Context: an optimization exercise on an open-source flow, tuned for small area, a short achievable clock period and few clock cycles per item. The choices shown serve that exercise and are no tape-out recipe. RTL that was checked went through simulation tests only; none was proved equivalent to the original. For runs 2 to 5, only the layout was checked, not whether the RTL still works.

==> design/flow/design.v <==
module gcd( input [31:0] a_in,
            input [31:0] b_in,
            input start,
            input reset_n,
            input clk,
            output [31:0] result,
            output done);
  localparam int M = 4;           
  logic [32:0] a, b;              
  logic        fb;                
  logic [4:0]  k;                 
  logic        h;                 
  logic        busy;
  logic        bz;                
  wire k_zero = (k == 5'd0);
  wire a_zero = (a == 33'd0);
  wire a_odd = a[0] ^ a[32];
  wire b_odd = b[0] ^ fb;
  wire [32:0] ag0 = b & a;
  wire [32:0] ap  = b ^ a;
  wire [31:0] ag  = {ag0[31:1], ag0[0] | ap[0]};
  wire cy_g0_1 = ag[1] | (ap[1] & ag[0]);
  wire cy_p0_1 = ap[1] & ap[0];
  wire cy_g0_3 = ag[3] | (ap[3] & ag[2]);
  wire cy_p0_3 = ap[3] & ap[2];
  wire cy_g0_5 = ag[5] | (ap[5] & ag[4]);
  wire cy_p0_5 = ap[5] & ap[4];
  wire cy_g0_7 = ag[7] | (ap[7] & ag[6]);
  wire cy_p0_7 = ap[7] & ap[6];
  wire cy_g0_9 = ag[9] | (ap[9] & ag[8]);
  wire cy_p0_9 = ap[9] & ap[8];
  wire cy_g0_11 = ag[11] | (ap[11] & ag[10]);
  wire cy_p0_11 = ap[11] & ap[10];
  wire cy_g0_13 = ag[13] | (ap[13] & ag[12]);
  wire cy_p0_13 = ap[13] & ap[12];
  wire cy_g0_15 = ag[15] | (ap[15] & ag[14]);
  wire cy_p0_15 = ap[15] & ap[14];
  wire cy_g0_17 = ag[17] | (ap[17] & ag[16]);
  wire cy_p0_17 = ap[17] & ap[16];
  wire cy_g0_19 = ag[19] | (ap[19] & ag[18]);
  wire cy_p0_19 = ap[19] & ap[18];
  wire cy_g0_21 = ag[21] | (ap[21] & ag[20]);
  wire cy_p0_21 = ap[21] & ap[20];
  wire cy_g0_23 = ag[23] | (ap[23] & ag[22]);
  wire cy_p0_23 = ap[23] & ap[22];
  wire cy_g0_25 = ag[25] | (ap[25] & ag[24]);
  wire cy_p0_25 = ap[25] & ap[24];
  wire cy_g0_27 = ag[27] | (ap[27] & ag[26]);
  wire cy_p0_27 = ap[27] & ap[26];
  wire cy_g0_29 = ag[29] | (ap[29] & ag[28]);
  wire cy_p0_29 = ap[29] & ap[28];
  wire cy_g0_31 = ag[31] | (ap[31] & ag[30]);
  wire cy_p0_31 = ap[31] & ap[30];
  wire cy_g1_2 = ag[2] | (ap[2] & cy_g0_1);
  wire cy_p1_2 = ap[2] & cy_p0_1;
  wire cy_g1_3 = cy_g0_3 | (cy_p0_3 & cy_g0_1);
  wire cy_p1_3 = cy_p0_3 & cy_p0_1;
  wire cy_g1_6 = ag[6] | (ap[6] & cy_g0_5);
  wire cy_p1_6 = ap[6] & cy_p0_5;
  wire cy_g1_7 = cy_g0_7 | (cy_p0_7 & cy_g0_5);
  wire cy_p1_7 = cy_p0_7 & cy_p0_5;
  wire cy_g1_10 = ag[10] | (ap[10] & cy_g0_9);
  wire cy_p1_10 = ap[10] & cy_p0_9;
  wire cy_g1_11 = cy_g0_11 | (cy_p0_11 & cy_g0_9);
  wire cy_p1_11 = cy_p0_11 & cy_p0_9;
  wire cy_g1_14 = ag[14] | (ap[14] & cy_g0_13);
  wire cy_p1_14 = ap[14] & cy_p0_13;
  wire cy_g1_15 = cy_g0_15 | (cy_p0_15 & cy_g0_13);
  wire cy_p1_15 = cy_p0_15 & cy_p0_13;
  wire cy_g1_18 = ag[18] | (ap[18] & cy_g0_17);
  wire cy_p1_18 = ap[18] & cy_p0_17;
  wire cy_g1_19 = cy_g0_19 | (cy_p0_19 & cy_g0_17);
  wire cy_p1_19 = cy_p0_19 & cy_p0_17;
  wire cy_g1_22 = ag[22] | (ap[22] & cy_g0_21);
  wire cy_p1_22 = ap[22] & cy_p0_21;
  wire cy_g1_23 = cy_g0_23 | (cy_p0_23 & cy_g0_21);
  wire cy_p1_23 = cy_p0_23 & cy_p0_21;
  wire cy_g1_26 = ag[26] | (ap[26] & cy_g0_25);
  wire cy_p1_26 = ap[26] & cy_p0_25;
  wire cy_g1_27 = cy_g0_27 | (cy_p0_27 & cy_g0_25);
  wire cy_p1_27 = cy_p0_27 & cy_p0_25;
  wire cy_g1_30 = ag[30] | (ap[30] & cy_g0_29);
  wire cy_p1_30 = ap[30] & cy_p0_29;
  wire cy_g1_31 = cy_g0_31 | (cy_p0_31 & cy_g0_29);
  wire cy_p1_31 = cy_p0_31 & cy_p0_29;
  wire cy_g2_4 = ag[4] | (ap[4] & cy_g1_3);
  wire cy_p2_4 = ap[4] & cy_p1_3;
  wire cy_g2_5 = cy_g0_5 | (cy_p0_5 & cy_g1_3);
  wire cy_p2_5 = cy_p0_5 & cy_p1_3;
  wire cy_g2_6 = cy_g1_6 | (cy_p1_6 & cy_g1_3);
  wire cy_p2_6 = cy_p1_6 & cy_p1_3;
  wire cy_g2_7 = cy_g1_7 | (cy_p1_7 & cy_g1_3);
  wire cy_p2_7 = cy_p1_7 & cy_p1_3;
  wire cy_g2_12 = ag[12] | (ap[12] & cy_g1_11);
  wire cy_p2_12 = ap[12] & cy_p1_11;
  wire cy_g2_13 = cy_g0_13 | (cy_p0_13 & cy_g1_11);
  wire cy_p2_13 = cy_p0_13 & cy_p1_11;
  wire cy_g2_14 = cy_g1_14 | (cy_p1_14 & cy_g1_11);
  wire cy_p2_14 = cy_p1_14 & cy_p1_11;
  wire cy_g2_15 = cy_g1_15 | (cy_p1_15 & cy_g1_11);
  wire cy_p2_15 = cy_p1_15 & cy_p1_11;
  wire cy_g2_20 = ag[20] | (ap[20] & cy_g1_19);
  wire cy_p2_20 = ap[20] & cy_p1_19;
  wire cy_g2_21 = cy_g0_21 | (cy_p0_21 & cy_g1_19);
  wire cy_p2_21 = cy_p0_21 & cy_p1_19;
  wire cy_g2_22 = cy_g1_22 | (cy_p1_22 & cy_g1_19);
  wire cy_p2_22 = cy_p1_22 & cy_p1_19;
  wire cy_g2_23 = cy_g1_23 | (cy_p1_23 & cy_g1_19);
  wire cy_p2_23 = cy_p1_23 & cy_p1_19;
  wire cy_g2_28 = ag[28] | (ap[28] & cy_g1_27);
  wire cy_p2_28 = ap[28] & cy_p1_27;
  wire cy_g2_29 = cy_g0_29 | (cy_p0_29 & cy_g1_27);
  wire cy_p2_29 = cy_p0_29 & cy_p1_27;
  wire cy_g2_30 = cy_g1_30 | (cy_p1_30 & cy_g1_27);
  wire cy_p2_30 = cy_p1_30 & cy_p1_27;
  wire cy_g2_31 = cy_g1_31 | (cy_p1_31 & cy_g1_27);
  wire cy_p2_31 = cy_p1_31 & cy_p1_27;
  wire cy_g3_8 = ag[8] | (ap[8] & cy_g2_7);
  wire cy_p3_8 = ap[8] & cy_p2_7;
  wire cy_g3_9 = cy_g0_9 | (cy_p0_9 & cy_g2_7);
  wire cy_p3_9 = cy_p0_9 & cy_p2_7;
  wire cy_g3_10 = cy_g1_10 | (cy_p1_10 & cy_g2_7);
  wire cy_p3_10 = cy_p1_10 & cy_p2_7;
  wire cy_g3_11 = cy_g1_11 | (cy_p1_11 & cy_g2_7);
  wire cy_p3_11 = cy_p1_11 & cy_p2_7;
  wire cy_g3_12 = cy_g2_12 | (cy_p2_12 & cy_g2_7);
  wire cy_p3_12 = cy_p2_12 & cy_p2_7;
  wire cy_g3_13 = cy_g2_13 | (cy_p2_13 & cy_g2_7);
  wire cy_p3_13 = cy_p2_13 & cy_p2_7;
  wire cy_g3_14 = cy_g2_14 | (cy_p2_14 & cy_g2_7);
  wire cy_p3_14 = cy_p2_14 & cy_p2_7;
  wire cy_g3_15 = cy_g2_15 | (cy_p2_15 & cy_g2_7);
  wire cy_p3_15 = cy_p2_15 & cy_p2_7;
  wire cy_g3_24 = ag[24] | (ap[24] & cy_g2_23);
  wire cy_p3_24 = ap[24] & cy_p2_23;
  wire cy_g3_25 = cy_g0_25 | (cy_p0_25 & cy_g2_23);
  wire cy_p3_25 = cy_p0_25 & cy_p2_23;
  wire cy_g3_26 = cy_g1_26 | (cy_p1_26 & cy_g2_23);
  wire cy_p3_26 = cy_p1_26 & cy_p2_23;
  wire cy_g3_27 = cy_g1_27 | (cy_p1_27 & cy_g2_23);
  wire cy_p3_27 = cy_p1_27 & cy_p2_23;
  wire cy_g3_28 = cy_g2_28 | (cy_p2_28 & cy_g2_23);
  wire cy_p3_28 = cy_p2_28 & cy_p2_23;
  wire cy_g3_29 = cy_g2_29 | (cy_p2_29 & cy_g2_23);
  wire cy_p3_29 = cy_p2_29 & cy_p2_23;
  wire cy_g3_30 = cy_g2_30 | (cy_p2_30 & cy_g2_23);
  wire cy_p3_30 = cy_p2_30 & cy_p2_23;
  wire cy_g3_31 = cy_g2_31 | (cy_p2_31 & cy_g2_23);
  wire cy_p3_31 = cy_p2_31 & cy_p2_23;
  wire cy_g4_16 = ag[16] | (ap[16] & cy_g3_15);
  wire cy_p4_16 = ap[16] & cy_p3_15;
  wire cy_g4_17 = cy_g0_17 | (cy_p0_17 & cy_g3_15);
  wire cy_p4_17 = cy_p0_17 & cy_p3_15;
  wire cy_g4_18 = cy_g1_18 | (cy_p1_18 & cy_g3_15);
  wire cy_p4_18 = cy_p1_18 & cy_p3_15;
  wire cy_g4_19 = cy_g1_19 | (cy_p1_19 & cy_g3_15);
  wire cy_p4_19 = cy_p1_19 & cy_p3_15;
  wire cy_g4_20 = cy_g2_20 | (cy_p2_20 & cy_g3_15);
  wire cy_p4_20 = cy_p2_20 & cy_p3_15;
  wire cy_g4_21 = cy_g2_21 | (cy_p2_21 & cy_g3_15);
  wire cy_p4_21 = cy_p2_21 & cy_p3_15;
  wire cy_g4_22 = cy_g2_22 | (cy_p2_22 & cy_g3_15);
  wire cy_p4_22 = cy_p2_22 & cy_p3_15;
  wire cy_g4_23 = cy_g2_23 | (cy_p2_23 & cy_g3_15);
  wire cy_p4_23 = cy_p2_23 & cy_p3_15;
  wire cy_g4_24 = cy_g3_24 | (cy_p3_24 & cy_g3_15);
  wire cy_p4_24 = cy_p3_24 & cy_p3_15;
  wire cy_g4_25 = cy_g3_25 | (cy_p3_25 & cy_g3_15);
  wire cy_p4_25 = cy_p3_25 & cy_p3_15;
  wire cy_g4_26 = cy_g3_26 | (cy_p3_26 & cy_g3_15);
  wire cy_p4_26 = cy_p3_26 & cy_p3_15;
  wire cy_g4_27 = cy_g3_27 | (cy_p3_27 & cy_g3_15);
  wire cy_p4_27 = cy_p3_27 & cy_p3_15;
  wire cy_g4_28 = cy_g3_28 | (cy_p3_28 & cy_g3_15);
  wire cy_p4_28 = cy_p3_28 & cy_p3_15;
  wire cy_g4_29 = cy_g3_29 | (cy_p3_29 & cy_g3_15);
  wire cy_p4_29 = cy_p3_29 & cy_p3_15;
  wire cy_g4_30 = cy_g3_30 | (cy_p3_30 & cy_g3_15);
  wire cy_p4_30 = cy_p3_30 & cy_p3_15;
  wire cy_g4_31 = cy_g3_31 | (cy_p3_31 & cy_g3_15);
  wire cy_p4_31 = cy_p3_31 & cy_p3_15;
  wire [31:0] cy_G = {cy_g4_31, cy_g4_30, cy_g4_29, cy_g4_28, cy_g4_27, cy_g4_26, cy_g4_25, cy_g4_24, cy_g4_23, cy_g4_22, cy_g4_21, cy_g4_20, cy_g4_19, cy_g4_18, cy_g4_17, cy_g4_16, cy_g3_15, cy_g3_14, cy_g3_13, cy_g3_12, cy_g3_11, cy_g3_10, cy_g3_9, cy_g3_8, cy_g2_7, cy_g2_6, cy_g2_5, cy_g2_4, cy_g1_3, cy_g1_2, cy_g0_1, ag[0]};
  wire [32:0] e = ap ^ {cy_G, 1'b1};        
  wire e_zero = &(a ^ b);                   
  wire swap = e[32] ^ b[32];                
  wire strip  = h || (!a_odd && !b_odd);    
  wire a_even = !a_odd && b_odd;
  wire odd    = a_odd && b_odd;
  logic [32:0] x;
  logic        fx;
  always_comb begin
    if (strip || a_even) begin x = a; fx = a[32]; end
    else if (odd)        begin x = e; fx = 1'b0;  end
    else                 begin x = b; fx = fb;    end
  end
  wire [3:0] xl = x[3:0] ^ {4{fx}};
  logic [32:0] xs;
  always_comb begin
    xs = {x[32], x[32:1]};
    if (strip) xs = {x[32], x[32:1]};
    else if (M >= 4 && xl[3:0] == 4'd0) xs = {{4{x[32]}}, x[32:4]};
    else if (M >= 3 && xl[2:0] == 3'd0) xs = {{3{x[32]}}, x[32:3]};
    else if (M >= 2 && xl[1:0] == 2'd0) xs = {{2{x[32]}}, x[32:2]};
  end
  wire conv = !fx && x[32] && xs[0];
  wire fin = bz || (odd && e_zero);
  assign done   = busy && fin && k_zero;
  assign result = a[31:0] ^ {32{a[32]}};
  always_ff @(posedge clk, negedge reset_n) begin
    if (!reset_n)                  busy <= 1'b0;
    else if (!busy)                busy <= start;
    else if (fin && k_zero)        busy <= 1'b0;
  end
  always_ff @(posedge clk) begin
    if (!busy) begin
      b  <= {xs[32:1], xs[0] & !conv};
      fb <= fx | conv;
      if (start) begin
        a    <= {1'b0, a_in};
        b    <= {1'b1, ~b_in};
        fb   <= 1'b1;
        k    <= '0;
        h    <= 1'b0;
        bz   <= (b_in == 32'd0);
      end
    end else if (bz) begin
      if (!k_zero) begin
        a <= {a[31:0], a[32]};
        k <= k - 5'd1;
      end
    end else begin
      b  <= {xs[32:1], xs[0] & !conv};
      fb <= fx | conv;
      bz <= odd ? e_zero : a_zero;
      if (strip) begin
        a <= b;
        h <= !h;
        if (h) k <= k + 5'd1;
      end else if (a_even || (odd && swap)) begin
        a <= b;
      end
    end
  end
endmodule
==> design/flow/flow/run.sh <==
#!/bin/bash
# Standard ORFS layout, with the port buffers made of the smallest buffer cell.
set -euo pipefail
export BUFFER_PORTS_ARGS="-buffer_cell sky130_fd_sc_hd__buf_1"
bash standard.sh > standard_flow.log 2>&1
==> design/flow/standard.sh <==
#!/bin/bash
# synth_recipe.tcl (not shown) runs the flow's synth.tcl, then flattens the netlist and writes it again
# the make line also repeats each setting of config.mk as NAME=value (left out here)
make -C /OpenROAD-flow-scripts/flow DESIGN_CONFIG=/design/flow/config.mk WORK_HOME=/design/flow/orfs CLKGATE_MAP_FILE= SYNTH_SCRIPT=/design/flow/synth_recipe.tcl "${@:-finish}"
==> design/flow/config.mk <==
export PLATFORM = sky130hd
export DESIGN_NAME = gcd
export DESIGN_NICKNAME = gcd
export VERILOG_FILES = /design/flow/design.v
export SDC_FILE = /design/flow/constraint.sdc
export NUM_CORES = 4
export LEC_CHECK = 0
export CAP_MARGIN = 20
export CORE_MARGIN = 2
export CORE_UTILIZATION = 40
export PLACE_DENSITY = 0.6
export SETUP_SLACK_MARGIN = 0.6
export SLEW_MARGIN = 20
==> design/flow/constraint.sdc <==
create_clock -name core_clock -period 4.0 [get_ports {clk}]
set_input_delay 0.8000 -clock core_clock [delete_from_list [all_inputs] [get_ports {clk}]]
set_output_delay 0.8000 -clock core_clock [all_outputs]
set_load 0.01 [all_outputs]
==> metrics list, run 1 <==
- Of the cells placed in the final design, the portion with a size suffix greater than 1 is 19.4%.
- CTS Buf Count: 9
- After the first detailed-routing iteration, the DRC count stood at 819.
- Overall Global Routing Usage: 27.2%
- In the final layout, flip-flops and latches occupy 0.00225 mm^2.
- For the worst-skew pair, the clock arrives at the later sink with an insertion delay of 360 ps.
- Average wire per cell in the routed design: 21.5 um
- Average footprint of a synthesized cell: 8.56 um^2
- GR Overflow Total: 0
- Final setup viols: 0
- The detail route stage leaves a number of antenna-violating nets equal to 0.
- Worst Hold Slack: 190 ps
* Height of the chip: 139 um
- Core region area: 0.0180 mm^2
* Number of nets in the layout: 1,118
* Setup TNS: 0 ps
* Final hold violation count: 0
* Number of filler cells placed in the layout: 1,771
* Antenna violations before repair: 0
- Maximum number of pins on one net before global-route repair: 56
- From synthesis to final layout, the design area changed by 25.1%.
- Share of flip-flops with an asynchronous set or reset: 1.33%
- Summing over every cut layer, the via total after detailed routing is 7,532.
- The first global-routing pass estimated 41.2 mm of wire.
- The clock net in this run drives a total of 75 sinks.
* Setup repair after global routing missed its margin: yes
- 100 I/O pins were placed.
- Post-route clock period utilization: 85.8%
* Worst setup SP type: flop
- Pin slew with the least headroom to its limit: 982 ps
* Clock-pin transition on the worst setup and hold timing paths: 70 ps
- In this run the worst path has a maximum fanout of 11.
* Critical path arrival: 3540 ps
- Final wirelength: 26.8 mm
- DIE AREA: 0.0194 mm^2
- Level count of the clock H-tree: 3
* Number of core rows: 49
- The synthesized design contains 75 register bits.
* Count of pins over their slew limit: 0
- By startpoint and endpoint, the worst setup path is classified as flop to flop.
* Result of the run: no timing/DRC/antenna violations
- The pre-antenna-repair detailed-routing pass consisted of 6 iterations.
- Post-synth net total: 964
- Via/cell ratio: 6.05
* Hold Crit Class: input port to asynchronous set/reset pin
* Syn Std Cell Area: 0.00732 mm^2
* Synth top area share: 30.3%
- Post-Synthesis Cells: 856
* Most area-hungry cell type in the Yosys netlist: sky130_fd_sc_hd__edfxtp_1
- From left edge to right edge, the die measures 139 um.
- Leading cell types by total area after synthesis: sky130_fd_sc_hd__edfxtp_1, sky130_fd_sc_hd__a21oi_1, sky130_fd_sc_hd__mux2i_1, sky130_fd_sc_hd__ha_1, sky130_fd_sc_hd__xor2_1
- Between clock sinks in the finished design, the worst skew comes to 12.2 ps.
- Library cells used by synthesis: 83
- Antenna cells: 0
- DRC violation count after routing: 0
- Starting density of the core: 40.8%
- Number of maximum-capacitance constraint violations: 0
* Proportion of synthesized chip area in sequential cells: 30.7%
* Quantity of I/O buffers inserted on ports: 99
- The multi-input combinational cells in the finished layout cover a total of 0.00509 mm^2.
- The worst setup path is captured at a flop.
- Clock period minus final worst setup slack: 3430 ps
* Count of flip-flops with a built-in enable after synthesis: 74
- STA puts the critical path data required time at 4110 ps.
- Static timing analysis puts the maximum clock frequency at 0.291 GHz.
* HPWL after detailed placement: 19.9 mm
* Buffers from clock root to sink, at most: 2
* Final Wtd Congestion: 0.963
- Worst slew margin: 33.9%
- TritonCTS built the clock tree.
- CTS Root Buffer Type: sky130_fd_sc_hd__clkbuf_16
- Number of synthesis warnings: 1
- Via count of the first global-routing pass: 6,980
* Post-synth top flop: sky130_fd_sc_hd__edfxtp_1
[stage by stage]
step	util [%]	instances	worst slack, ps	instance area (um^2)
finish	51.0	1244	569	9160
global route	51.0	1244	433	9160
CTS	49.4	1235	604	8870
detailed placement	46.6	1211	91.4	8360
global placement	46.6	1211	60.5	8360
floorplan	-	856	585	7340
[synthesized netlist by cell type, drive strengths merged (3+ instances only)]
cell type,number
nor2b,7
mux2i,45
o2111ai,3
fa,6
and4,3
xnor2,21
a211oi,13
edfxtp,74
buf,25
a221oi,9
a31oi,8
o221ai,10
nand4,7
o31ai,3
o21ai,64
a31o,4
or3,17
nor2,89
a311oi,3
mux2,3
or4,3
xor2,42
clkbuf,27
a2111oi,4
ha,35
nor3,17
a21o,8
nand3,19
and2,6
inv,21
a21boi,4
nor4,17
a21oi,99
nand2b,5
nand2,81
nor3b,3
a41o,3
a211o,4
o211ai,14
[layout make-up]
class,instances,area share [%]
inverter,21,0.860
clock buffer,12,2.80
sequential,75,24.5
multi-input combinational,709,55.5
clock inverter,4,1.06
timing repair buffer,194,12.1
tap,229,3.13
[placed cells by master, fill, tap and decap left out, types with 8 or more instances in the layout]
cell,n
sky130_fd_sc_hd__xor2_1,39
sky130_fd_sc_hd__a21o_1,8
sky130_fd_sc_hd__buf_4,90
sky130_fd_sc_hd__nor4_1,16
sky130_fd_sc_hd__nor3_1,15
sky130_fd_sc_hd__edfxtp_1,74
sky130_fd_sc_hd__nor2_1,82
sky130_fd_sc_hd__ha_1,33
sky130_fd_sc_hd__xnor2_1,15
sky130_fd_sc_hd__o21ai_1,12
sky130_fd_sc_hd__nand3_1,19
sky130_fd_sc_hd__a21oi_1,86
sky130_fd_sc_hd__o211ai_1,14
sky130_fd_sc_hd__a21oi_2,12
sky130_fd_sc_hd__mux2i_1,43
sky130_fd_sc_hd__nand2_1,74
sky130_fd_sc_hd__clkbuf_16,9
sky130_fd_sc_hd__o21ai_0,44
sky130_fd_sc_hd__buf_1,99
sky130_fd_sc_hd__a211oi_1,10
sky130_fd_sc_hd__inv_1,18
sky130_fd_sc_hd__or3_1,17
[per-layer routing]
| metal | global-route usage [%] | part of all wire [%] | vias up |
|---|---|---|---|
| li1 | - | - | 3528 |
| met1 | 41.8 | 47 | 3550 |
| met2 | 37.4 | 41 | 403 |
| met3 | 5.61 | 9.2 | 51 |
| met4 | 9.46 | 2.8 | 0 |
| met5 | 0 | 0 | - |
[worst max-delay path: stages, from the launching register on]
cell	delay, ps
sky130_fd_sc_hd__edfxtp_1	350
sky130_fd_sc_hd__inv_1	70
sky130_fd_sc_hd__ha_2	180
sky130_fd_sc_hd__fa_2	360
sky130_fd_sc_hd__fa_2	530
sky130_fd_sc_hd__a21oi_1	80
sky130_fd_sc_hd__mux2i_4	330
sky130_fd_sc_hd__xor2_2	270
sky130_fd_sc_hd__nand2_2	280
sky130_fd_sc_hd__nor2_4	280
sky130_fd_sc_hd__a31oi_1	130
sky130_fd_sc_hd__a211o_1	310
[worst paths after layout]
path / slack [ps] / depth (start not counted) / start / to
setup / recovery: 570 / 11 / b[0] / fb
hold / removal: 190 / 1 / reset_n / busy
setup reg to reg: 570 / 11 / b[0] / fb
hold reg to reg: 620 / 1 / k[0] / k[0]
max in group asynchronous: 3700 / 1 / reset_n / busy
min in group core_clock: 620 / 1 / k[0] / k[0]
[cells by family (layout without fill, tap and decap cells)]
| logic type | after synthesis | after routing | synth area share (%) |
|---|---|---|---|
| AO/OA/AOI/OAI | 274 | 275 | 24.1 |
| XOR/XNOR | 63 | 63 | 8.10 |
| adder cells (fa/ha/maj) | 42 | 42 | 7.76 |
| buffers and inverters | 73 | 231 | 4.34 |
| flip-flops | 75 | 75 | 30.7 |
| multiplexers | 48 | 48 | 6.78 |
| AND/OR/NAND/NOR | 281 | 281 | 18.2 |
[flip-flops by register name (all words and copies together) (netlist names)]
register,cells
h,1
k,5
b,33
busy,1
bz,1
a,33
fb,1
[what timing repair did]
| action | CTS | global route |
|---|---|---|
| pin swaps | 9 | 16 |
| buffers inserted | 7 | 8 |
| endpoints found under the hold margin | 0 | 0 |
| hold buffers | 0 | 0 |
| resized for setup | 20 | 58 |
| gates cloned | 1 | 1 |
| setup endpoints to repair | 51 | 65 |
Testbench counts, summed over its fixed seeds: cycles 51,004, items 2,400.
==> inputs of run 2 (changes only) <==
--- a/design/flow/design.v
+++ b/design/flow/design.v
@@ -213,15 +213,14 @@
   end
+  wire load = !busy && start;
   always_ff @(posedge clk) begin
-    if (!busy) begin
-      b  <= {xs[32:1], xs[0] & !conv};
-      fb <= fx | conv;
-      if (start) begin
-        a    <= {1'b0, a_in};
-        b    <= {1'b1, ~b_in};
-        fb   <= 1'b1;
-        k    <= '0;
-        h    <= 1'b0;
-        bz   <= (b_in == 32'd0);
-      end
-    end else if (bz) begin
+    b  <= load ? {1'b1, ~b_in} : {xs[32:1], xs[0] & !conv};
+    fb <= load | fx | conv;
+  end
+  always_ff @(posedge clk) begin
+    if (load) begin
+      a  <= {1'b0, a_in};
+      k  <= '0;
+      h  <= 1'b0;
+      bz <= (b_in == 32'd0);
+    end else if (busy && bz) begin
       if (!k_zero) begin
@@ -230,5 +229,3 @@
       end
-    end else begin
-      b  <= {xs[32:1], xs[0] & !conv};
-      fb <= fx | conv;
+    end else if (busy) begin
       bz <= odd ? e_zero : a_zero;
==> run 2 against run 1 <==
Worst hold slack improved by 12 ps. Wire length fell by 5.0%. Critical path depth decreased by 5. Global-route usage up 0.12 points. Utilization decreased by 0.69 points. Clock-buffer cell count is 1 higher. Critical endpoint is now done. Largest cell class unchanged. Highest routed layer unchanged.
==> metrics list, run 2 <==
- Count of boundary I/O pins: 100 (unchanged)
- Worst-case clock skew: 8.83 ps (-3.40 ps)
- The number of antenna violations at the first check in global routing is 0 (unchanged).
- Height of the chip: 137 um (-2.0%)
- Critical path required time: 3200 ps (-910 ps)
- The number of input and output port buffers inserted was 99 (unchanged).
- Final non-filler cell area: 0.00867 mm^2 (-5.3%)
* Clock Sinks: 75 (unchanged)
- DIE AREA: 0.0187 mm^2 (-3.9%)
- Post-route clock period utilization: 85.7% (-0.11 points)
- Average footprint of a synthesized cell: 7.99 um^2 (-6.6%)
* CP max-delay cell: sky130_fd_sc_hd__edfxtp_1
- The clock latency at the later pin of the worst-skew pair is 350 ps (about the same).
* Synth top area share: 14.1% (-16 points)
* Largest registers: a x33, b x33, k x5
- Setup repair after global routing missed its margin: yes
- Number of nets in the layout: 1,135 (+1.5%)
* Setup CP Type: flop to output pin
- Via/cell ratio: 6.00 (-0.94%)
- The minimum period implied by the final worst setup slack was 3430 ps (-4.38 ps).
- Worst setup SP type: flop
* Cells along the critical path: ha_1, nand4_1, nor4_2, nand4_1, a21oi_2, buf_1
- Number of DRC violations after detailed-routing iteration 0: 673 (-18%)
- Most area-hungry cell type in the Yosys netlist: sky130_fd_sc_hd__edfxtp_1
- The global-route usage over all layers is 27.3% (+0.12 points).
- Final wirelength: 25.5 mm (-5.0%)
- After synthesis, the most frequently instantiated cells are sky130_fd_sc_hd__nand2_1, sky130_fd_sc_hd__nor2_1, sky130_fd_sc_hd__a21oi_1.
- Family with the most delay on the worst path: simple AND/OR/NAND/NOR gates
- Leaving out fill and tap cells, the most frequent cell in the layout is sky130_fd_sc_hd__nand2_1.
- Final setup viols: 0 (unchanged)
* Worst slew margin: 45.6% (+12 points)
* TritonCTS clock tree: yes
* DRC violation count after routing: 0 (unchanged)
* Mux share of post-synthesis cell area: 4.00% (-2.8 points)
- Core region area: 0.0172 mm^2 (-4.0%)
- The number of antenna-violating nets in the routed design came to 0 (unchanged).
* Maximum number of pins on one net before global-route repair: 37 (-34%)
- The clock-pin slew on the worst setup and hold paths came to 50 ps (-20 ps).
- Leading cell types by total area after synthesis: sky130_fd_sc_hd__edfxtp_1, sky130_fd_sc_hd__dfxtp_1, sky130_fd_sc_hd__nand2_1, sky130_fd_sc_hd__ha_1, sky130_fd_sc_hd__xor2_1
- The wire length of the first global-routing pass was 38.8 mm (-5.6%).
- The instance area at placement came to 0.00789 mm^2 (-5.7%).
* HPWL after detailed placement: 18.7 mm (-6.0%)
- Register-to-register setup slack: 650 ps (+80 ps)
- Die extent in x: 137 um (-2.0%)
- The number of non-filler instances in the completed layout came to 1,257 (+1.0%).
- The count of endpoints failing hold in the final timing report was 0 (unchanged).
* Post-synth top flop: sky130_fd_sc_hd__dfxtp_1
- The via count of the first global-routing pass came to 6,940 (-0.57%).
- Maximum cell stage delay along the critical path: 470 ps (-60 ps)
* Syn Std Cell Area: 0.00703 mm^2 (-4.0%)
- The number of enable flip-flop cells after synthesis was 33 (-55%).
* Most used cells in the layout excluding fill and tap cells: sky130_fd_sc_hd__nand2_1, sky130_fd_sc_hd__buf_1, sky130_fd_sc_hd__buf_4, sky130_fd_sc_hd__nor2_1, sky130_fd_sc_hd__a21oi_1
- Number of maximum-capacitance constraint violations: 0 (unchanged)
- Proportion of synthesized chip area in sequential cells: 26.1% (-4.6 points)
- Buffers from clock root to sink, at most: 2 (unchanged)
- The number of distinct library cells after synthesis was 86 (+3.6%).
- By area, the combinational part of the netlist is dominated by compound AO/OA/AOI/OAI gates.
* CTS Buf Count: 9 (unchanged)
- The worst-path maximum fanout is 5 (-6).
- Number of core rows: 48 (-2.0%)
- Maximum frequency from static timing analysis: 0.292 GHz (+0.13%)
- Share of flip-flops with an asynchronous set or reset: 1.33% (unchanged)
- The share of the synthesized area in compound gates (AO/OA/AOI/OAI) is 28.4% (+4.3 points).
- Final Wtd Congestion: 0.900 (-6.5%)
- The post-placement cell count came to 1,202 (-0.74%).
- The total iterations of the first detailed-routing run is 5 (-1).
- Pin slew with the least headroom to its limit: 809 ps (-173 ps)
* Crit path top cell by count: sky130_fd_sc_hd__nand4_1
- The number of antenna repair diodes came to 0 (unchanged).
- The worst setup path is captured at an output pin.
- Relative to the synthesized area, the layout overhead comes to 23.4%.
* Critical path arrival: 2630 ps (-910 ps)
- Starting density of the core: 40.8% (about the same)
- Level count of the clock H-tree: 3 (unchanged)
- The logic depth of the worst register-to-register path is 14 (+3).
- The count of buffer and inverter cells on the critical path is 1 (unchanged).
- Average wire per cell in the routed design: 20.3 um (-5.9%)
* Fraction of layout instances using a drive strength above 1: 15.8% (-3.6 points)
- Critical register-to-register path startpoint: a[0]
* Leading cell type by number of instances after synthesis: sky130_fd_sc_hd__nand2_1
* Count of pins over their slew limit: 0 (unchanged)
* XOR/XNOR Fraction of Synth Area: 8.21% (+0.11 points)
- The summed negative setup slack over all endpoints came to 0 ps (unchanged).
- The number of nets produced by synthesis is 988 (+2.5%).
- Total of hold buffers inserted after clock tree synthesis: 0 (unchanged)
- Post-Synthesis Cells: 880 (+2.8%)
- CTS Root Buffer Type: sky130_fd_sc_hd__clkbuf_16
- The endpoint identified for the worst register-to-register timing path is a[16].
- In this run the worst hold path is classified as input port to asynchronous set/reset pin.
* Yosys reg bits: 75 (unchanged)
* Number of synthesis warnings: 1 (unchanged)
- Result of the run: no timing/DRC/antenna violations
- The leftover overflow at the end of global routing is 0 (unchanged).
* Routed vias: 7,539 (+0.093%)
- Post-synthesis share of cell area spent on full adders, half adders and majority gates: 8.22% (+0.47 points)
- The share of synthesized cell area in and, or, nand and nor gates was 20.4% (+2.2 points).
[run 2: worst register-to-register path: stages (launching register included)]
cell and delay (ps):
sky130_fd_sc_hd__edfxtp_1 390, sky130_fd_sc_hd__inv_4 50, sky130_fd_sc_hd__ha_4 150, sky130_fd_sc_hd__fa_2 360, sky130_fd_sc_hd__nand3b_1 240, sky130_fd_sc_hd__a21oi_4 280
sky130_fd_sc_hd__o211ai_1 140, sky130_fd_sc_hd__o211ai_1 120, sky130_fd_sc_hd__buf_4 190, sky130_fd_sc_hd__o221ai_4 110, sky130_fd_sc_hd__mux2i_2 210, sky130_fd_sc_hd__nand2_1 110
sky130_fd_sc_hd__a311oi_4 390, sky130_fd_sc_hd__buf_6 200, sky130_fd_sc_hd__clkbuf_16 150
[run 2: metal layers]
metal  part of all wire, %  track usage, %  vias to the layer above  routed length (um)
li1                      -               -                     3585                   -
met1                    45            38.1                     3575               11400
met2                    44            42.4                      331               11300
met3                   8.5            5.30                       48                2150
met4                   2.6            8.62                        0                 673
met5                     0               0                        -                   0
[run 2: through the flow]
stage	setup slack, ps	hold WS (ps)	utilization [%]
after floorplan	227	480	-
after global placement	388	510	45.7
after detailed placement	358	517	45.7
after CTS	603	198	48.4
after global routing	483	200	50.3
final	574	203	50.3
[run 2: timing repair]
item | in CTS | in global routing
pin swaps | 7 | 13
endpoints found under the setup margin | 50 | 55
gates resized for setup | 16 | 28
gates cloned | 1 | 1
buffers inserted | 11 | 26
hold endpoints to repair | 0 | 0
[run 2: final cells by class]
class                   instances  area [um^2]
clock buffers                  13          262
clock inverters                 3         12.5
fillers                      1703         8560
inverters                      27          104
multi-input cells             730         5090
flip-flops and latches         75         1840
well taps                     225          282
repair buffers                184         1090
[run 2: logic make-up after synthesis]
group                      count (synthesis)
buffers and inverters                     75
AOI/OAI and AO/OA                        292
adders and majority gates                 43
muxes                                     24
xor gates and xnor gates                  62
DFF                                       75
and+or+nand+nor                          309
[run 2: worst max-delay path by stage]
stage,slack (ps),depth (start not counted),startpoint,endpoint
5_1_grt,480,14,a[0],a[16]
6_report,570,6,a[6],done
3_5_place_dp,360,18,b[0],b[13]
3_3_place_gp,390,18,b[0],b[13]
2_1_floorplan,230,13,a[0],a[0]
4_1_cts,600,7,a[9],done
==> inputs of run 3 (changes only) <==
--- a/design/flow/design.v
+++ b/design/flow/design.v
@@ -205,3 +205,3 @@
   wire conv = !fx && x[32] && xs[0];
-  wire fin = bz || (odd && e_zero);
+  wire fin = bz;
   assign done   = busy && fin && k_zero;
==> run 3 against run 2 <==
Sequential cell count is the same. Via count grew 0.36%. Utilization shrank 0.63 points. Register-to-register slack gained 40 ps. Cell area shrank 1.6%. Still clean on timing, DRC and antenna. Clock-buffer cell count shrank 1. Non-clock buffer count shrank 17. Setup slack gained 120 ps.
==> metrics list, run 3 <==
- The root buffer cell chosen for the clock tree is sky130_fd_sc_hd__clkbuf_16.
- Number of cell instances on the worst register-to-register path: 11 (-3)
* Die extent in x: 136 um (-0.34%)
- The top-level port count came to 100 (unchanged).
- Overall Global Routing Usage: 27.2% (-0.086 points)
- The worst-path maximum fanout is 5 (unchanged).
- The fmax came to 0.302 GHz (+3.5%).
* Result of the run: no timing/DRC/antenna violations
* Proportion of synthesized chip area in sequential cells: 26.3% (+0.18 points)
- Clock insertion delay at the later pin of the skew report: 350 ps (about the same)
- The remaining routing DRC violations was 0 (unchanged).
- The worst setup path is of the flop to flop kind.
* Fraction of layout instances using a drive strength above 1: 14.2% (-1.6 points)
- The net total in the final layout came to 1,130 (-0.44%).
- The number of nets produced by synthesis is 1,005 (+1.7%).
- The starting utilization of the core area came to 40.6% (-0.14 points).
- The row count was 48 (unchanged).
* CTS Buf Count: 9 (unchanged)
- Number of maximum-capacitance constraint violations: 0 (unchanged)
- Critical path arrival: 3510 ps (+880 ps)
* Wire length of the first global-routing pass: 38.7 mm (-0.30%)
- Via/cell ratio: 6.04 (+0.76%)
- In the post-synthesis netlist, the biggest area contributors are sky130_fd_sc_hd__edfxtp_1, sky130_fd_sc_hd__dfxtp_1, sky130_fd_sc_hd__nand2_1, sky130_fd_sc_hd__ha_1, sky130_fd_sc_hd__xor2_1.
* TritonCTS clock tree: yes
* Pin slew with the least headroom to its limit: 812 ps (+3.77 ps)
- The DRC violation total after the first TritonRoute iteration is 704 (+4.6%).
- The final weighted congestion in routability-driven placement came to 0.938 (+4.2%).
- The detailed-route wire length per cell came to 20.2 um (-0.14%).
- The worst setup margin is 691 ps (+117 ps).
* Worst slew margin: 45.6% (+0.046 points)
- Critical path required time: 4210 ps (+1010 ps)
- Clock period minus final worst setup slack: 3310 ps (-117 ps)
- GR Overflow Total: 0 (unchanged)
- The number of input and output port buffers inserted is 99 (unchanged).
- The number of failing setup endpoints in the final timing report was 0 (unchanged).
- The overall die area was 0.0185 mm^2 (-0.68%).
- Setup repair after global routing missed its margin: yes
* Number of synthesis warnings: 1 (unchanged)
- Among all cell types in the netlist, the one instantiated most often is sky130_fd_sc_hd__nand2_1.
- The H-tree depth reported by CTS was 3 (unchanged).
* Remaining antenna violation count: 0 (unchanged)
- The number of register bits inferred by synthesis came to 75 (unchanged).
- Core region area: 0.0172 mm^2 (-0.35%)
* Syn Std Cell Area: 0.00698 mm^2 (-0.69%)
* CP Capture Type: flop
- The total number of vias is 7,566 (+0.36%).
- Worst setup SP type: flop
- Leaving out fill and tap cells, the most frequent cell in the layout is sky130_fd_sc_hd__nand2_1.
- The largest clock skew in the final design is 7.79 ps (-1.03 ps).
* Final hold violation count: 0 (unchanged)
- Library cells used by synthesis: 85 (-1.2%)
- The height of the die came to 136 um (-0.34%).
- The total iterations of the first detailed-routing run came to 5 (unchanged).
* Clock-pin transition on the worst setup and hold timing paths: 60 ps (about the same)
- Post-synth top flop: sky130_fd_sc_hd__dfxtp_1
- The worst hold path belongs to the class input port to asynchronous set/reset pin.
- Via count of the first global-routing pass: 6,849 (-1.3%)
- Worst Hold Slack: 203 ps (+0.734 ps)
- The post-placement cell count came to 1,205 (+0.25%).
- Synth top area share: 14.2% (+0.099 points)
- Count of placed standard cells in the final layout, fillers left out: 1,252 (-0.40%)
* Clock Sinks: 75 (unchanged)
- List of most frequent post-synthesis cells: sky130_fd_sc_hd__nand2_1, sky130_fd_sc_hd__a21oi_1, sky130_fd_sc_hd__nor2_1
- From synthesis to final layout, the design area changed by 22.3%.
- The synthesized area per cell was 7.78 um^2 (-2.6%).
- Most used cells in the layout excluding fill and tap cells: sky130_fd_sc_hd__nand2_1, sky130_fd_sc_hd__buf_1, sky130_fd_sc_hd__nor2_1, sky130_fd_sc_hd__a21oi_1, sky130_fd_sc_hd__buf_4
- Summed over all instances, the cell type with the most area after synthesis is sky130_fd_sc_hd__edfxtp_1.
* Post-Synthesis Cells: 897 (+1.9%)
* Share of flip-flops with an asynchronous set or reset: 1.33% (unchanged)
* Largest registers: a x33, b x33, k x5
- The number of buffers added to fix hold violations after cts came to 0 (unchanged).
- Worst slack at placement: 150 ps (-208 ps)
- Antenna cells: 0 (unchanged)
- Maximum number of pins on one net before global-route repair: 45 (+22%)
* Final wirelength: 25.3 mm (-0.54%)
- Setup TNS: 0 ps (unchanged)
* Buffers from clock root to sink, at most: 2 (unchanged)
- The count of pins over their slew limit came to 0 (unchanged).
- Post-route clock period utilization: 82.7% (-2.9 points)
- The sum of net half-perimeters after detailed placement came to 18.6 mm (-0.56%).
- Count of flip-flops with a built-in enable after synthesis: 33 (unchanged)
- The number of antenna violations at the first check in global routing came to 0 (unchanged).
## run 3: kinds of logic (layout without fill, tap and decap cells)
group                      Yosys count  count (layout)  synth area share, %
buffers and inverters               73             203                 4.41
AOI/OAI and AO/OA                  313             313                 30.4
xor gates and xnor gates            57              57                 7.53
adders and majority gates           43              43                 8.28
muxes                                7               7                 1.15
and+or+nand+nor                    329             329                 21.9
DFF                                 75              75                 26.3
## run 3: what timing repair did
item / in CTS / in global routing
pin swaps: 3 / 11
endpoints found under the setup margin: 61 / 64
resized for setup: 13 / 53
buffers inserted: 6 / 25
## run 3: stage by stage
step | instance area, um^2 | utilization [%]
after floorplan | 7010 | -
after detailed placement | 7720 | 45.0
after global placement | 7720 | 45.0
after CTS | 8080 | 47.1
final | 8540 | 49.7
after global routing | 8540 | 49.7
## run 3: area by class of cell
class | instances | area [um^2]
clock buffers | 12 | 236
clock inverters | 4 | 17.5
fillers | 1758 | 8640
inverters | 20 | 77.6
multi-input cells | 749 | 5160
flip-flops and latches | 75 | 1840
well taps | 225 | 282
repair buffers | 167 | 923
## run 3: worst max-delay path, stage by stage, from the launching register on
cell and delay (ps):
sky130_fd_sc_hd__edfxtp_1 470, sky130_fd_sc_hd__ha_1 400, sky130_fd_sc_hd__and4_1 260, sky130_fd_sc_hd__and3_2 260, sky130_fd_sc_hd__o211ai_1 220, sky130_fd_sc_hd__buf_4 190
sky130_fd_sc_hd__o211ai_1 180, sky130_fd_sc_hd__a211o_1 330, sky130_fd_sc_hd__a21oi_1 350, sky130_fd_sc_hd__nor2_1 80, sky130_fd_sc_hd__a211oi_1 250, sky130_fd_sc_hd__o221ai_1 170
## run 3: worst paths after layout
check | from | to | slack, ps
worst max-delay path | a[10] | b[23] | 690
worst min register to register | k[4] | k[4] | 490
worst max register to register | a[10] | b[23] | 690
min in group core_clock | k[4] | k[4] | 490
max in group asynchronous | reset_n | busy | 3700
worst min-delay path | reset_n | busy | 200
## run 3: per-layer routing
layer  vias up  wire (um)  GRT usage [%]
met5         -          0              0
met4         0        681           9.03
met3        48       2020           3.47
met2       369      11400           42.7
met1      3508      11200           38.6
li1       3641          -              -
==> inputs of run 4 (changes only) <==
--- a/design/flow/design.v
+++ b/design/flow/design.v
@@ -205,3 +205,3 @@
   wire conv = !fx && x[32] && xs[0];
-  wire fin = bz;
+  wire fin = bz || (odd && e_zero);
   assign done   = busy && fin && k_zero;
--- a/design/flow/config.mk
+++ b/design/flow/config.mk
@@ -11,3 +11,3 @@
 export PLACE_DENSITY = 0.6
-export SETUP_SLACK_MARGIN = 0.6
+export SETUP_SLACK_MARGIN = 0.9
 export SLEW_MARGIN = 20
==> run 4 against run 3 <==
Critical path depth rose by 1. Via count up 5.4%. Register-to-register slack improved by 70 ps. Die area is 0.68% higher. Clock skew up 1.6 ps. Global-route usage up 1.5 points. Maximum frequency up 2.2%. Critical path type unchanged. Critical endpoint is now a[31]. Largest cell class unchanged.
==> metrics list, run 4 <==
- The flow ran to the end and the layout has no timing, DRC or antenna violations.
- Average footprint of a synthesized cell: 7.99 um^2 (+2.6%)
* Critical path arrival: 3310 ps (-200 ps)
* Number of maximum-capacitance constraint violations: 0 (unchanged)
- The largest net degree at the start of global routing came to 46 (+2.2%).
* Maximum frequency from static timing analysis: 0.309 GHz (+2.2%)
- Largest fanout on the critical path: 6 (+1)
- The vias per cell is 6.10 (+0.91%).
* Final Wtd Congestion: 0.927 (-1.2%)
- List of most frequent post-synthesis cells: sky130_fd_sc_hd__nand2_1, sky130_fd_sc_hd__nor2_1, sky130_fd_sc_hd__a21oi_1
- The fraction of the cycle the final worst path needs was 80.9% (-1.8 points).
- The largest registers in the layout are a x33, b x33, k x5.
* Syn Std Cell Area: 0.00703 mm^2 (+0.70%)
- Count of boundary I/O pins: 100 (unchanged)
* Setup repair after global routing missed its margin: yes
- Setup TNS: 0 ps (unchanged)
- Clock Sinks: 75 (unchanged)
- STA classifies the critical path endpoint as a flop.
- The tree is rooted in a sky130_fd_sc_hd__clkbuf_16.
* Number of DRC violations after detailed-routing iteration 0: 757 (+7.5%)
- Relative to the synthesized area, the layout overhead comes to 37.5%.
- Cells along the critical path: ha_4, a21o_1, a31o_4, a311oi_4, o211ai_1, buf_4, o221ai_4, mux2i_1, nand2_1, a311oi_4, buf_6, buf_16
- The detailed-route wire length per cell came to 20.7 um (+2.4%).
* Critical path required time: 4070 ps (-140 ps)
- The starting utilization of the core area came to 40.8% (+0.14 points).
- Leading cell type by number of instances after synthesis: sky130_fd_sc_hd__nand2_1
* Clock-pin transition on the worst setup and hold timing paths: 60 ps (about the same)
- The wire length of the first global-routing pass is 40.9 mm (+5.6%).
* Proportion of synthesized chip area in sequential cells: 26.1% (-0.18 points)
- Die extent in x: 137 um (+0.34%)
- Final non-filler cell area: 0.00967 mm^2 (+13%)
- STA classifies the critical path startpoint as a flop.
- Remaining antenna violation count: 0 (unchanged)
- Worst slew margin: 51.0% (+5.4 points)
- GR Overflow Total: 0 (unchanged)
- Number of nets in the layout: 1,184 (+4.8%)
* Fraction of the mapped netlist area in compound gates: 28.4% (-2.0 points)
- Core region area: 0.0172 mm^2 (+0.35%)
- Most common library cell in the layout ignoring fill and taps: sky130_fd_sc_hd__nand2_1
* Final wirelength: 27.1 mm (+7.0%)
- The combined flip-flop and latch cell area is 0.00185 mm^2 (+0.20%).
- Leading cell types by total area after synthesis: sky130_fd_sc_hd__edfxtp_1, sky130_fd_sc_hd__dfxtp_1, sky130_fd_sc_hd__nand2_1, sky130_fd_sc_hd__ha_1, sky130_fd_sc_hd__xor2_1
- The highest cell delay on the worst timing path was 430 ps (-40 ps).
- The overall die area came to 0.0187 mm^2 (+0.68%).
* Buffers from clock root to sink, at most: 2 (unchanged)
- The number of enable flip-flop cells after synthesis was 33 (unchanged).
- The instance area at placement was 0.00790 mm^2 (+2.3%).
* Height of the chip: 137 um (+0.34%)
- Total of hold buffers inserted after clock tree synthesis: 0 (unchanged)
- Among all stages on the critical path, the largest delay is contributed by sky130_fd_sc_hd__edfxtp_1.
* Post-Synthesis Cells: 880 (-1.9%)
- The remaining routing DRC violations is 0 (unchanged).
- The top cell types in the final layout, fill and taps aside, are sky130_fd_sc_hd__nand2_1, sky130_fd_sc_hd__buf_4, sky130_fd_sc_hd__buf_1, sky130_fd_sc_hd__nor2_1, sky130_fd_sc_hd__a21oi_1.
- Level count of the clock H-tree: 3 (unchanged)
- The minimum period implied by the final worst setup slack was 3240 ps (-71.9 ps).
* Area used by multi-input combinational logic: 0.00560 mm^2 (+8.6%)
- The share of synthesized cell area in and, or, nand and nor gates came to 20.4% (-1.5 points).
* Combinational family with the most area after synthesis: compound AO/OA/AOI/OAI gates
- CTS Buf Count: 9 (unchanged)
- The most numerous cell type found on the critical path is sky130_fd_sc_hd__a311oi_4.
- Final setup viols: 0 (unchanged)
- Post-synth net total: 988 (-1.7%)
- Antenna violations before repair: 0 (unchanged)
- The synthesized-area fraction occupied by adder cells is 8.22% (-0.057 points).
- Via count of the first global-routing pass: 7,322 (+6.9%)
- XOR/XNOR Fraction of Synth Area: 8.21% (+0.68 points)
* Number of synthesis warnings: 1 (unchanged)
- Fraction of layout instances using a drive strength above 1: 25.0% (+11 points)
- Library cells used by synthesis: 86 (+1.2%)
- The number of register bits inferred by synthesis was 75 (unchanged).
- The biggest area contributor in the post-synthesis netlist is sky130_fd_sc_hd__edfxtp_1.
- The area share of the largest cell type after synthesis was 14.1% (-0.099 points).
- The row count is 48 (unchanged).
* Quantity of I/O buffers inserted on ports: 99 (unchanged)
* Worst-case clock skew: 9.39 ps (+1.60 ps)
- Final hold violation count: 0 (unchanged)
- The tightest min-delay check is of the input port to asynchronous set/reset pin type.
- Layout Utilization: 56.1% (+6.4 points)
* Routed vias: 7,976 (+5.4%)
- HPWL after detailed placement: 18.8 mm (+0.76%)
- The clock latency at the later pin of the worst-skew pair is 360 ps (about the same).
* Overall Global Routing Usage: 28.7% (+1.5 points)
- The total iterations of the first detailed-routing run is 5 (unchanged).
* Number of filler cells placed in the layout: 1,625 (-7.6%)
- Worst-case setup margin in the final layout: 763 ps (+71.9 ps)
- The async set or reset register ratio after synthesis was 1.33% (unchanged).
- TritonCTS built the clock tree.
- Mux share of post-synthesis cell area: 4.00% (+2.9 points)
* Worst slack at placement: 301 ps (+151 ps)
- By startpoint and endpoint, the worst setup path is classified as flop to flop.
- Post-synth top flop: sky130_fd_sc_hd__dfxtp_1
- The count of pins over their slew limit is 0 (unchanged).
- Pin slew with the least headroom to its limit: 728 ps (-84.3 ps)
[run 4: cell count changes after synthesis, moves of 8 or more]
cell / change
sky130_fd_sc_hd__mux2i_1: +12
sky130_fd_sc_hd__clkbuf_1: -8
sky130_fd_sc_hd__o21ai_0: -9
sky130_fd_sc_hd__nand2_1: -12
sky130_fd_sc_hd__nor2_1: +8
sky130_fd_sc_hd__o221ai_1: +8
sky130_fd_sc_hd__a211oi_1: -9
[run 4: layer usage]
layer  up-vias  part of all wire, %  global-route usage (%)
li1       3704                    -                       -
met1      3776                   43                    40.1
met2       422                   44                    43.8
met3        74                  8.9                    5.15
met4         0                  3.5                    11.3
met5         -                    0                       0
[run 4: final timing paths]
path | cells past startpoint | to | slack [ps] | startpoint
setup / recovery | 12 | a[31] | 760 | a[17]
hold / removal | 1 | busy | 200 | reset_n
setup reg to reg | 12 | a[31] | 760 | a[17]
hold reg to reg | 2 | k[1] | 530 | k[1]
max in group asynchronous | 1 | busy | 3700 | reset_n
min in group core_clock | 2 | k[1] | 530 | k[1]
[run 4: cell families after synthesis]
logic type / after synthesis
buffers and inverters: 75
adder cells (fa/ha/maj): 43
AND/OR/NAND/NOR: 309
XOR/XNOR: 62
AO/OA/AOI/OAI: 292
multiplexers: 24
flip-flops: 75
[run 4: final cells by class]
| class | count | share of cell area, % |
|---|---|---|
| clock inverters | 6 | 0.582 |
| clock buffers | 10 | 2.37 |
| inverters | 27 | 1.07 |
| well taps | 225 | 2.91 |
| diodes | 2 | 0.0518 |
| multi-input cells | 730 | 57.9 |
| flip-flops and latches | 75 | 19.1 |
| repair buffers | 233 | 16.0 |
[run 4: repair_timing]
| item | in CTS | in global routing |
|---|---|---|
| setup buffers | 55 | 32 |
| cloned | 2 | 0 |
| pin swaps | 37 | 33 |
| setup endpoints to repair | 66 | 63 |
| gates resized for setup | 82 | 55 |
[run 4: metrics by stage]
stage          instances  hold WS, ps
6_report            1308          200
5_1_grt             1306          202
4_1_cts             1274          197
3_5_place_dp        1201          517
3_3_place_gp        1201          508
2_1_floorplan        880          480
[run 4: worst max-delay path, delay by kind of cell, from the launching register on]
family | cells | cell delay, ps
compound gates | 6 | 1380
buf+inv | 3 | 510
flops | 1 | 430
mux | 1 | 260
fa+ha+maj | 1 | 240
simple gates | 1 | 120
==> inputs of run 5 (changes only) <==
--- a/design/flow/config.mk
+++ b/design/flow/config.mk
@@ -9,5 +9,5 @@
 export CORE_MARGIN = 2
-export CORE_UTILIZATION = 40
-export PLACE_DENSITY = 0.6
-export SETUP_SLACK_MARGIN = 0.9
+export CORE_UTILIZATION = 60
+export PLACE_DENSITY = 0.8
+export SETUP_SLACK_MARGIN = 0.6
 export SLEW_MARGIN = 20
==> run 5 against run 4 <==
Worst hold slack got worse by 4.7 ps. Cell count decreased by 9.6%. Die area decreased by 32%. Setup slack got worse by 210 ps.
==> metrics list, run 5 <==
- Most area-hungry cell type in the Yosys netlist: sky130_fd_sc_hd__edfxtp_1
* Quantity of I/O buffers inserted on ports: 99 (unchanged)
- Number of nets in the layout: 1,143 (-3.5%)
* CTS Root Buffer Type: sky130_fd_sc_hd__clkbuf_16
- Setup repair after global routing could not meet its margin everywhere.
- STA classifies the critical path endpoint as a flop.
* Average footprint of a synthesized cell: 7.99 um^2 (unchanged)
- The setup path with the least slack is of type flop to flop.
* Synth top area share: 14.1% (unchanged)
- XOR/XNOR Fraction of Synth Area: 8.21% (unchanged)
- The row count is 39 (-19%).
- Setup TNS: 0 ps (unchanged)
* Top layer used by detailed routing: met4
* Number of filler cells placed in the layout: 856 (-47%)
- The clock latency at the later pin of the worst-skew pair came to 360 ps (about the same).
- By instance count, the leading cell after synthesis is sky130_fd_sc_hd__nand2_1.
- Final wirelength: 25.6 mm (-5.6%)
* Level count of the clock H-tree: 3 (unchanged)
- The height of the die is 112 um (-18%).
- The count of endpoints failing hold in the final timing report was 0 (unchanged).
* Number of maximum-capacitance constraint violations: 0 (unchanged)
* Largest registers: a x33, b x33, k x5
- The worst slack on hold paths came to 195 ps (-4.68 ps).
- The TritonCTS buffer count came to 9 (unchanged).
* Post-synth net total: 988 (unchanged)
- In the synthesized netlist, the cells that appear most often are sky130_fd_sc_hd__nand2_1, sky130_fd_sc_hd__nor2_1, sky130_fd_sc_hd__a21oi_1.
* Library cells used by synthesis: 86 (unchanged)
- The floorplan die width is 112 um (-18%).
- Antenna cells: 0 (-2)
- Layout area overhead: 23.5%
* Yosys reg bits: 75 (unchanged)
- The fmax came to 0.290 GHz (-6.1%).
- Worst-case clock skew: 6.05 ps (-3.34 ps)
* Area used by multi-input combinational logic: 0.00515 mm^2 (-8.1%)
- Clock period minus final worst setup slack: 3450 ps (+212 ps)
* Worst slew margin: 46.6% (-4.4 points)
* Proportion of synthesized chip area in sequential cells: 26.1% (unchanged)
* Fraction of the mapped netlist area in compound gates: 28.4% (unchanged)
- First-pass iteration count of the detailed router: 6 (+1)
- The wire length on met1 was 9.76 mm (-16%).
* Syn Std Cell Area: 0.00703 mm^2 (unchanged)
- Count of flip-flops with a built-in enable after synthesis: 33 (unchanged)
- The overall die area is 0.0126 mm^2 (-32%).
* Wire length of the first global-routing pass: 38.1 mm (-6.9%)
- Share of flip-flops with an asynchronous set or reset: 1.33% (unchanged)
- TritonCTS clock tree: yes
- Number of synthesis warnings: 1 (unchanged)
- The fraction of layout instances using a drive strength above 1 was 17.5% (-7.5 points).
- By area the synthesized netlist is led by sky130_fd_sc_hd__edfxtp_1, sky130_fd_sc_hd__dfxtp_1, sky130_fd_sc_hd__nand2_1, sky130_fd_sc_hd__ha_1, sky130_fd_sc_hd__xor2_1.
- Leaving out fill and tap cells, the most frequent cells in the layout are sky130_fd_sc_hd__nand2_1, sky130_fd_sc_hd__buf_1, sky130_fd_sc_hd__buf_4, sky130_fd_sc_hd__nor2_1, sky130_fd_sc_hd__a21oi_1.
- Critical path required time: 4070 ps (about the same)
- The fraction of the cycle the final worst path needs is 86.2% (+5.3 points).
- Pin slew with the least headroom to its limit: 794 ps (+65.7 ps)
- The final weighted congestion in routability-driven placement came to 1.01 (+8.5%).
- Routed vias: 8,067 (+1.1%)
* Core region area: 0.0114 mm^2 (-34%)
- The starting utilization of the core area came to 61.6% (+21 points).
- Count of boundary I/O pins: 100 (unchanged)
- The detailed-route wire length per cell was 21.6 um (+4.3%).
- The count of pins over their slew limit came to 0 (unchanged).
* Clock-pin transition on the worst setup and hold timing paths: 60 ps (about the same)
- Buffers from clock root to sink, at most: 2 (unchanged)
* Number of DRC violations after detailed-routing iteration 0: 982 (+30%)
* Final setup viols: 0 (unchanged)
* Routed met3 length: 3.02 mm (+25%)
- STA classifies the critical path startpoint as a flop.
* Hold Crit Class: input port to asynchronous set/reset pin
* Basic-gate share of the synthesized area counting and, or, nand and nor cells: 20.4% (unchanged)
- The number of antenna violations at the first check in global routing was 0 (unchanged).
- Overall Global Routing Usage: 38.5% (+9.8 points)
- The combined flip-flop and latch cell area was 0.00184 mm^2 (-0.20%).
- After synthesis, the largest family of logic cells by area is compound AO/OA/AOI/OAI gates.
* Post-synth top flop: sky130_fd_sc_hd__dfxtp_1
- The leftover overflow at the end of global routing came to 0 (unchanged).
- Via/cell ratio: 6.82 (+12%)
- The number of antenna-violating nets in the routed design came to 0 (unchanged).
- The library cell used most frequently in the layout, excluding fill and tap cells, is sky130_fd_sc_hd__nand2_1.
* Mux share of post-synthesis cell area: 4.00% (unchanged)
- Critical path arrival: 3520 ps (+210 ps)
- The instance area at placement is 0.00771 mm^2 (-2.4%).
* Met2 wire len: 11.4 mm (-5.1%)
* Post-synthesis share of cell area spent on full adders, half adders and majority gates: 8.22% (unchanged)
- DRC violation count after routing: 0 (unchanged)
* Clock Sinks: 75 (unchanged)
- The summed area of non-filler cells in the final layout came to 0.00868 mm^2 (-10%).
- HPWL after detailed placement: 17.5 mm (-6.6%)
- The via count of the first global-routing pass was 7,246 (-1.0%).
* Largest fanout on the critical path: 8 (+2)
- Post-Synthesis Cells: 880 (unchanged)
* Result of the run: no timing/DRC/antenna violations
* Maximum number of pins on one net before global-route repair: 44 (-4.3%)
## run 5: kinds of logic after synthesis
kind of cell,Yosys count
fa+ha+maj,43
compound gates,292
mux,24
simple gates,309
xor+xnor,62
buf+inv,75
flops,75
## run 5: area by class of cell
| type | instances | area share, % |
|---|---|---|
| tap | 143 | 2.06 |
| sequential | 75 | 21.2 |
| multi-input combinational | 730 | 59.3 |
| clock inverter | 5 | 0.606 |
| timing repair buffer | 192 | 12.8 |
| clock buffer | 11 | 2.80 |
| inverter | 27 | 1.20 |
## run 5: final timing paths
path,cells after the start,slack (ps),start,end
worst min-delay path,1,200,reset_n,busy
max in group asynchronous,1,3710,reset_n,busy
worst max register to register,15,550,a[0],a[0]
worst max-delay path,15,550,a[0],a[0]
min in group core_clock,2,540,k[1],k[1]
worst min register to register,2,540,k[1],k[1]
## run 5: timing repair
item	in CTS	in global routing
gates cloned	1	0
buffers inserted	16	39
hold buffers	0	0
pin swaps	6	22
endpoints found under the setup margin	57	57
gates resized for setup	16	41
## run 5: stage by stage
stage	worst slack, ps	util [%]	instances
after CTS	610	71.7	1144
after floorplan	227	-	880
final	551	76.0	1183
after detailed placement	204	67.6	1111
after global placement	364	67.6	1111
after global routing	463	76.0	1183
## run 5: critical path, stage by stage, from the launching register on
cell	delay (ps)
sky130_fd_sc_hd__edfxtp_1	390
sky130_fd_sc_hd__inv_4	50
sky130_fd_sc_hd__ha_4	150
sky130_fd_sc_hd__fa_2	340
sky130_fd_sc_hd__nand3b_1	230
sky130_fd_sc_hd__a21oi_4	260
sky130_fd_sc_hd__buf_6	140
sky130_fd_sc_hd__o211ai_1	90
sky130_fd_sc_hd__o211ai_1	90
sky130_fd_sc_hd__buf_4	200
sky130_fd_sc_hd__o221ai_4	130
sky130_fd_sc_hd__mux2i_2	230
sky130_fd_sc_hd__nand2_1	120
sky130_fd_sc_hd__a311oi_4	380
sky130_fd_sc_hd__buf_4	200
sky130_fd_sc_hd__buf_8	150
## run 5: per-layer routing
layer,vias up,track usage (%)
met3,133,8.05
met5,-,1.57
met1,3733,50.9
met2,591,59.8
li1,3610,-
met4,0,18.9

what the ideal ports hide:
Ports are ideal in the flow. The routed layouts listed here were re-timed in OpenROAD.
Step 1, drivers: a clkbuf_16 drives clk and a buf_2 each remaining input, both assumed.
Step 2 moves the port delays by t, midway between the first and last clock arrival at a register: inputs arrive t later, outputs are due t later. That takes back most of the time a late clock gives input paths.
Three values: ideal ports, drivers, drivers and shift; two values: the first two.
| run | shift t [ns] | slack for setup (ns) | hold WS [ns] | worst register clock-pin slew, ns | cell pins on the clock port's net |
|---|---|---|---|---|---|
| run 1 | 0.401 | 0.569 / 0.569 / 0.569 | 0.190 / 0.169 / 0.571 | 0.07 / 0.07 | 1 |
| run 2 | 0.394 | 0.574 / 0.530 / 0.648 | 0.203 / 0.182 / 0.526 | 0.06 / 0.06 | 1 |
| run 3 | 0.391 | 0.691 / 0.691 / 0.691 | 0.203 / 0.181 / 0.487 | 0.06 / 0.06 | 1 |
| run 4 | 0.396 | 0.763 / 0.763 / 0.763 | 0.200 / 0.183 / 0.530 | 0.07 / 0.07 | 1 |
| run 5 | 0.399 | 0.551 / 0.551 / 0.551 | 0.195 / 0.175 / 0.537 | 0.06 / 0.06 | 1 |
After both steps setup and hold are still met in every run listed.
